From an optimization exercise on the open Yosys and OpenROAD flow, aimed at small area and a short achievable clock period; shortcuts taken in it are not production practice.
Only simulation tests tie the RTL to the original design; equivalence was not proved.
Power and IR drop assume default switching activity.

lane 1:
==> module SPI, before the edit <==
module SPI (tx_valid,tx_data,rx_valid,rx_data,rst_n,clk,SS_n,MISO,MOSI);
parameter IDLE = 3'b000;
parameter CHK_CMD = 3'b001;
parameter READ_ADD = 3'b010;
parameter READ_DATA = 3'b011;
parameter WRITE = 3'b100;
input MOSI,SS_n,rst_n,clk,tx_valid;
input [7:0] tx_data;
output rx_valid,MISO;
output [9:0] rx_data;
reg rx_valid_tmp,MISO_tmp;
reg [9:0] rx_data_tmp;
reg [2:0] cs,ns;
reg [3:0] shift_counter;
reg read_state;
reg state;
always @(posedge clk or negedge rst_n) begin
    if(!rst_n) begin
        cs<=IDLE;
    end
    else begin
        cs<=ns;
    end
end 
always @(cs or MOSI or SS_n or tx_valid or tx_data or state or read_state) begin
    case (cs)
    IDLE:begin
        if(!SS_n) begin
            ns=CHK_CMD;
        end
        else begin
            ns=IDLE;
        end
    end
     CHK_CMD:begin
        if(SS_n) begin
            ns=IDLE;
        end
        else begin
            if(!({SS_n,MOSI}))begin
                ns=WRITE;
            end
            else if((!(SS_n))&&(MOSI)&&(!(state))) begin
                ns=READ_ADD;
            end
            else begin
                ns=READ_DATA;
            end
        end
     end
     READ_ADD:begin
        if(~SS_n) begin
            ns=READ_ADD;
        end
        else begin
            ns=IDLE;
        end
     end   
     READ_DATA:begin
           if(~SS_n) begin
            ns=READ_DATA;
        end
        else begin
            ns=IDLE;
        end
     end
     WRITE:begin
           if(~SS_n) begin
            ns=WRITE;
        end
        else begin
            ns=IDLE;
        end
     end
     default:begin
        ns=IDLE;
     end
    endcase
end
always @(posedge clk ) begin
case(cs)
IDLE:begin
    shift_counter<=10;  
    rx_data_tmp<=0;
    rx_valid_tmp<=0;
    end
READ_ADD:begin
      if(shift_counter==0) begin
        rx_valid_tmp<=1;
        shift_counter<=10;
    end
    else begin
        rx_data_tmp<={MOSI,rx_data_tmp[9:1]};
        shift_counter<=shift_counter-1;
    end
end
READ_DATA:begin
    if((shift_counter==0)&&(!(read_state))) begin
        shift_counter<=8;
        rx_valid_tmp<=1;
    end
    else if ((shift_counter>0)&&(!(read_state))) begin
         rx_data_tmp<={MOSI,rx_data_tmp[9:1]};
         shift_counter<=shift_counter-1;  rx_valid_tmp<=0;
    end
    else if ((shift_counter==0)&&(read_state)) begin
        shift_counter<=10;
        rx_valid_tmp<=0;
    end
    else if (tx_valid) begin
        shift_counter<=shift_counter-1; rx_valid_tmp<=0;
    end
    end
WRITE:begin
    if(shift_counter==0) begin
        rx_valid_tmp<=1;
    end
    else begin
        rx_data_tmp<={MOSI,rx_data_tmp[9:1]};
        shift_counter<=shift_counter-1;
    end
end
endcase    
end
always @(posedge clk or negedge rst_n) begin
  if(~rst_n) begin
        state<=0;
        read_state<=0;
    end
    else begin
        case (cs)
        IDLE:begin
            read_state<=0;
        end
            READ_ADD:begin
                if(shift_counter==0) begin
                    state<=1;
                end
            end
           READ_DATA:begin
             if((shift_counter==0)&&(!(read_state))) begin
                read_state<=1;
             end
             else if ((shift_counter==0)&&(read_state)) begin
                read_state<=0;
                state<=0;
             end
           end
        endcase
    end   
end
wire miso_clr = (cs == IDLE);
wire miso_load = (cs == READ_DATA) && read_state && (shift_counter != 0) && tx_valid;
wire miso_bit = tx_data[shift_counter-1];
always @(posedge clk)
    MISO_tmp <= (~miso_clr & miso_load & miso_bit) | (~miso_clr & ~miso_load & MISO_tmp);
assign MISO=MISO_tmp;
assign rx_data=rx_data_tmp;
assign rx_valid=rx_valid_tmp;
endmodule 
==> module rram, before the edit <==
module rram (din,clk,rst_n,rx_valid,dout,tx_valid);
parameter MEM_DEPTH=256;
parameter ADDR_SIZE = 8;
localparam GROUP = 32;
localparam NGRP = MEM_DEPTH/GROUP;
input [9:0] din;
input clk,rst_n,rx_valid;
output [7:0] dout;
output tx_valid;
reg [7:0] dout_tmp;
reg tx_valid_tmp;
reg [15:0] addr_hi_n, addr_lo_n;
reg [8*MEM_DEPTH-1:0] cells;
reg phase, phase_d;
reg [7:0] din_d, din_dd;
reg aset_d, wr_d, wr_dd;
reg rd_d, rd_dd;
reg [8*NGRP-1:0] grp_n;
wire rd_now = rx_valid & din[9] & din[8];
wire [7:0] col = wr_dd ? (din_dd ^ {8{phase}}) :
                 wr_d ? (din_d ^ {8{phase}}) : 8'd0;
reg [MEM_DEPTH-1:0] sel;
integer i;
always @* begin
    for (i = 0; i < MEM_DEPTH; i = i + 1)
        sel[i] = ~(addr_hi_n[i/16] | addr_lo_n[i%16]);
end
genvar w, g;
generate
for (w = 0; w < MEM_DEPTH; w = w + 1) begin : row
    always @(posedge clk)
        cells[w*8 +: 8] <= ~(({8{sel[w]}} & col) | cells[w*8 +: 8]);
end
for (g = 0; g < NGRP; g = g + 1) begin : stage1
    reg [7:0] acc;
    integer k;
    always @* begin
        acc = 8'd0;
        for (k = 0; k < GROUP; k = k + 1)
            acc = acc | ({8{sel[g*GROUP+k]}} & cells[(g*GROUP+k)*8 +: 8]);
    end
    always @(posedge clk)
        grp_n[g*8 +: 8] <= ~acc;
end
endgenerate
reg [7:0] rdv;
integer j;
always @* begin
    rdv = 8'hff;
    for (j = 0; j < NGRP; j = j + 1)
        rdv = rdv & grp_n[j*8 +: 8];
    rdv = ~rdv ^ {8{phase_d}};
end
always @(posedge clk) begin
    phase <= ~phase;
    phase_d <= phase;
    din_d <= din[7:0];
    din_dd <= din_d;
    aset_d <= rst_n & rx_valid & ~din[8];
    wr_d <= rst_n & rx_valid & ~din[9] & din[8];
    wr_dd <= wr_d;
    for (i = 0; i < 16; i = i + 1) begin
        addr_hi_n[i] <= (aset_d & (din_d[7:4] != i)) | (~aset_d & addr_hi_n[i]);
        addr_lo_n[i] <= (aset_d & (din_d[3:0] != i)) | (~aset_d & addr_lo_n[i]);
    end
end
always @(posedge clk or negedge rst_n) begin
    if (!rst_n) begin
        dout_tmp <= 0;
        tx_valid_tmp <= 0;
        rd_d <= 0;
        rd_dd <= 0;
    end else begin
        rd_d <= rd_now;
        rd_dd <= rd_d;
        if (rd_now | rd_d | rd_dd)
            dout_tmp <= rdv;
        if (rd_now)
            tx_valid_tmp <= 1;
    end
end
assign dout=dout_tmp;
assign tx_valid=tx_valid_tmp;
endmodule
clock: 4.2 ns
lec_check: 0
cap_margin: 20
core_margin: 2
core_utilization: 55
cts_cluster_diameter: 80
cts_cluster_size: 30
setup_slack_margin: 2.0
slew_margin: 20
run.sh (not shown) runs the stock make flow with config.mk's settings and CLKGATE_MAP_FILE= SYNTH_SCRIPT=/design/flow/synth_recipe.tcl, a recipe that flattens the netlist after the stock synthesis.
## Diff of input files: lane 2 against lane 1
--- a/flow/design.v
+++ b/flow/design.v
@@ -76,49 +76,58 @@
         ns=IDLE;
      end
     endcase
 end
+reg cnt_zero;
+wire cnt_one = (shift_counter == 1);
 always @(posedge clk ) begin
 case(cs)
 IDLE:begin
     shift_counter<=10;  
-    rx_data_tmp<=0;
+    cnt_zero<=0;
     rx_valid_tmp<=0;
     end
 READ_ADD:begin
-      if(shift_counter==0) begin
+      if(cnt_zero) begin
         rx_valid_tmp<=1;
         shift_counter<=10;
+        cnt_zero<=0;
     end
     else begin
         rx_data_tmp<={MOSI,rx_data_tmp[9:1]};
         shift_counter<=shift_counter-1;
+        cnt_zero<=cnt_one;
     end
 end
 READ_DATA:begin
-    if((shift_counter==0)&&(!(read_state))) begin
+    if(cnt_zero&&(!(read_state))) begin
         shift_counter<=8;
+        cnt_zero<=0;
         rx_valid_tmp<=1;
     end
-    else if ((shift_counter>0)&&(!(read_state))) begin
+    else if ((!cnt_zero)&&(!(read_state))) begin
          rx_data_tmp<={MOSI,rx_data_tmp[9:1]};
          shift_counter<=shift_counter-1;  rx_valid_tmp<=0;
-    end
-    else if ((shift_counter==0)&&(read_state)) begin
+         cnt_zero<=cnt_one;
+    end
+    else if (cnt_zero&&(read_state)) begin
         shift_counter<=10;
+        cnt_zero<=0;
         rx_valid_tmp<=0;
     end
     else if (tx_valid) begin
         shift_counter<=shift_counter-1; rx_valid_tmp<=0;
+        cnt_zero<=cnt_one;
     end
     end
 WRITE:begin
-    if(shift_counter==0) begin
+    if(cnt_zero) begin
         rx_valid_tmp<=1;
     end
     else begin
         rx_data_tmp<={MOSI,rx_data_tmp[9:1]};
         shift_counter<=shift_counter-1;
+        cnt_zero<=cnt_one;
     end
 end
 endcase    
 end
@@ -132,26 +141,26 @@
         IDLE:begin
             read_state<=0;
         end
             READ_ADD:begin
-                if(shift_counter==0) begin
+                if(cnt_zero) begin
                     state<=1;
                 end
             end
            READ_DATA:begin
-             if((shift_counter==0)&&(!(read_state))) begin
+             if(cnt_zero&&(!(read_state))) begin
                 read_state<=1;
              end
-             else if ((shift_counter==0)&&(read_state)) begin
+             else if (cnt_zero&&(read_state)) begin
                 read_state<=0;
                 state<=0;
              end
            end
         endcase
     end   
 end
 wire miso_clr = (cs == IDLE);
-wire miso_load = (cs == READ_DATA) && read_state && (shift_counter != 0) && tx_valid;
+wire miso_load = (cs == READ_DATA) && read_state && !cnt_zero && tx_valid;
 wire miso_bit = tx_data[shift_counter-1];
 always @(posedge clk)
     MISO_tmp <= (~miso_clr & miso_load & miso_bit) | (~miso_clr & ~miso_load & MISO_tmp);
 assign MISO=MISO_tmp;
@@ -160,10 +169,8 @@
 endmodule 
 module rram (din,clk,rst_n,rx_valid,dout,tx_valid);
 parameter MEM_DEPTH=256;
 parameter ADDR_SIZE = 8;
-localparam GROUP = 32;
-localparam NGRP = MEM_DEPTH/GROUP;
 input [9:0] din;
 input clk,rst_n,rx_valid;
 output [7:0] dout;
 output tx_valid;
@@ -174,12 +181,12 @@
 reg phase, phase_d;
 reg [7:0] din_d, din_dd;
 reg aset_d, wr_d, wr_dd;
 reg rd_d, rd_dd;
-reg [8*NGRP-1:0] grp_n;
+reg [8*16-1:0] grp_n;
 wire rd_now = rx_valid & din[9] & din[8];
-wire [7:0] col = wr_dd ? (din_dd ^ {8{phase}}) :
-                 wr_d ? (din_d ^ {8{phase}}) : 8'd0;
+reg [7:0] col;
+wire wr_now = rst_n & rx_valid & ~din[9] & din[8];
 reg [MEM_DEPTH-1:0] sel;
 integer i;
 always @* begin
     for (i = 0; i < MEM_DEPTH; i = i + 1)
@@ -190,35 +197,39 @@
 for (w = 0; w < MEM_DEPTH; w = w + 1) begin : row
     always @(posedge clk)
         cells[w*8 +: 8] <= ~(({8{sel[w]}} & col) | cells[w*8 +: 8]);
 end
-for (g = 0; g < NGRP; g = g + 1) begin : stage1
+for (g = 0; g < 16; g = g + 1) begin : stage1
     reg [7:0] acc;
     integer k;
     always @* begin
         acc = 8'd0;
-        for (k = 0; k < GROUP; k = k + 1)
-            acc = acc | ({8{sel[g*GROUP+k]}} & cells[(g*GROUP+k)*8 +: 8]);
+        for (k = 0; k < 16; k = k + 1)
+            acc = acc | ({8{~addr_lo_n[k]}} & cells[(g*16+k)*8 +: 8]);
     end
     always @(posedge clk)
         grp_n[g*8 +: 8] <= ~acc;
 end
 endgenerate
+reg [15:0] hi_d;
 reg [7:0] rdv;
 integer j;
 always @* begin
-    rdv = 8'hff;
-    for (j = 0; j < NGRP; j = j + 1)
-        rdv = rdv & grp_n[j*8 +: 8];
-    rdv = ~rdv ^ {8{phase_d}};
+    rdv = 8'd0;
+    for (j = 0; j < 16; j = j + 1)
+        rdv = rdv | ({8{hi_d[j]}} & ~grp_n[j*8 +: 8]);
+    rdv = rdv ^ {8{phase_d}};
 end
 always @(posedge clk) begin
     phase <= ~phase;
     phase_d <= phase;
+    hi_d <= ~addr_hi_n;
     din_d <= din[7:0];
     din_dd <= din_d;
     aset_d <= rst_n & rx_valid & ~din[8];
-    wr_d <= rst_n & rx_valid & ~din[9] & din[8];
+    wr_d <= wr_now;
+    col <= wr_d ? (din_d ^ {8{~phase}}) :
+           wr_now ? (din[7:0] ^ {8{~phase}}) : 8'd0;
     wr_dd <= wr_d;
     for (i = 0; i < 16; i = i + 1) begin
         addr_hi_n[i] <= (aset_d & (din_d[7:4] != i)) | (~aset_d & addr_hi_n[i]);
         addr_lo_n[i] <= (aset_d & (din_d[3:0] != i)) | (~aset_d & addr_lo_n[i]);
Notes after the runs:
Comparing final cell utilization of the core for lane 1 and lane 2, the smaller number came from lane 2. Setup fix buffers added after clock tree synthesis: lane 2 lower than lane 1. The standard cell with the maximum stage delay on the critical path comes out sky130_fd_sc_hd__nor2_1 in one run and sky130_fd_sc_hd__a221oi_1 in the other, namely in lane 1 and lane 2 respectively. Least setup slack across all paths after layout delta (lane 2 − lane 1): favourable. Taking lane 1 as the reference, in lane 2 diode insertion count for antenna repair saw an increase; synthesized cell count decreased 54; height of the die shows an increase of 1.3%; total length of routed wires decreased by about 9% relative to the old numbers; number of synthesized flops with an enable pin increased 1. Diff lane 1 -> lane 2: slew at the pin closest to its max-slew limit +0.039 ns; power in sequential cells +about 20%; number of optimization iterations in the first detailed-route pass -2.

==> separate check: timing with driven ports <==
Ports are ideal in the flow. The routed layouts listed here were re-timed in OpenROAD.
Step 1, drivers: a clkbuf_16 drives clk and a buf_2 each remaining input, both assumed.
Step 2 adds t to the input delays and takes it off the output delays; t is the mean of the earliest and latest rising clock arrival at the registers after step 1. Input paths then give back, and output paths get back, about the clock's delay inside the block.
a / b / c = no drivers / after step 1 / after step 2; a / b = the first two.
run | shift t [ns] | setup WS [ns] | clock arrival spread, ns | worst slew at a driven data input, ns | pins driven straight from the clock port
lane 1 | 0.840 | 1.818 / 1.818 / 1.344 | 0.036 / 0.036 | 0.03 | 1
lane 2 | 0.848 | 1.920 / 1.920 / 1.471 | 0.042 / 0.042 | 0.04 | 1
After both steps every run listed still meets setup and hold. The setup slack of lane 1, which loses most, moves by 0.000 ns with the drivers and by -0.474 ns with both steps.
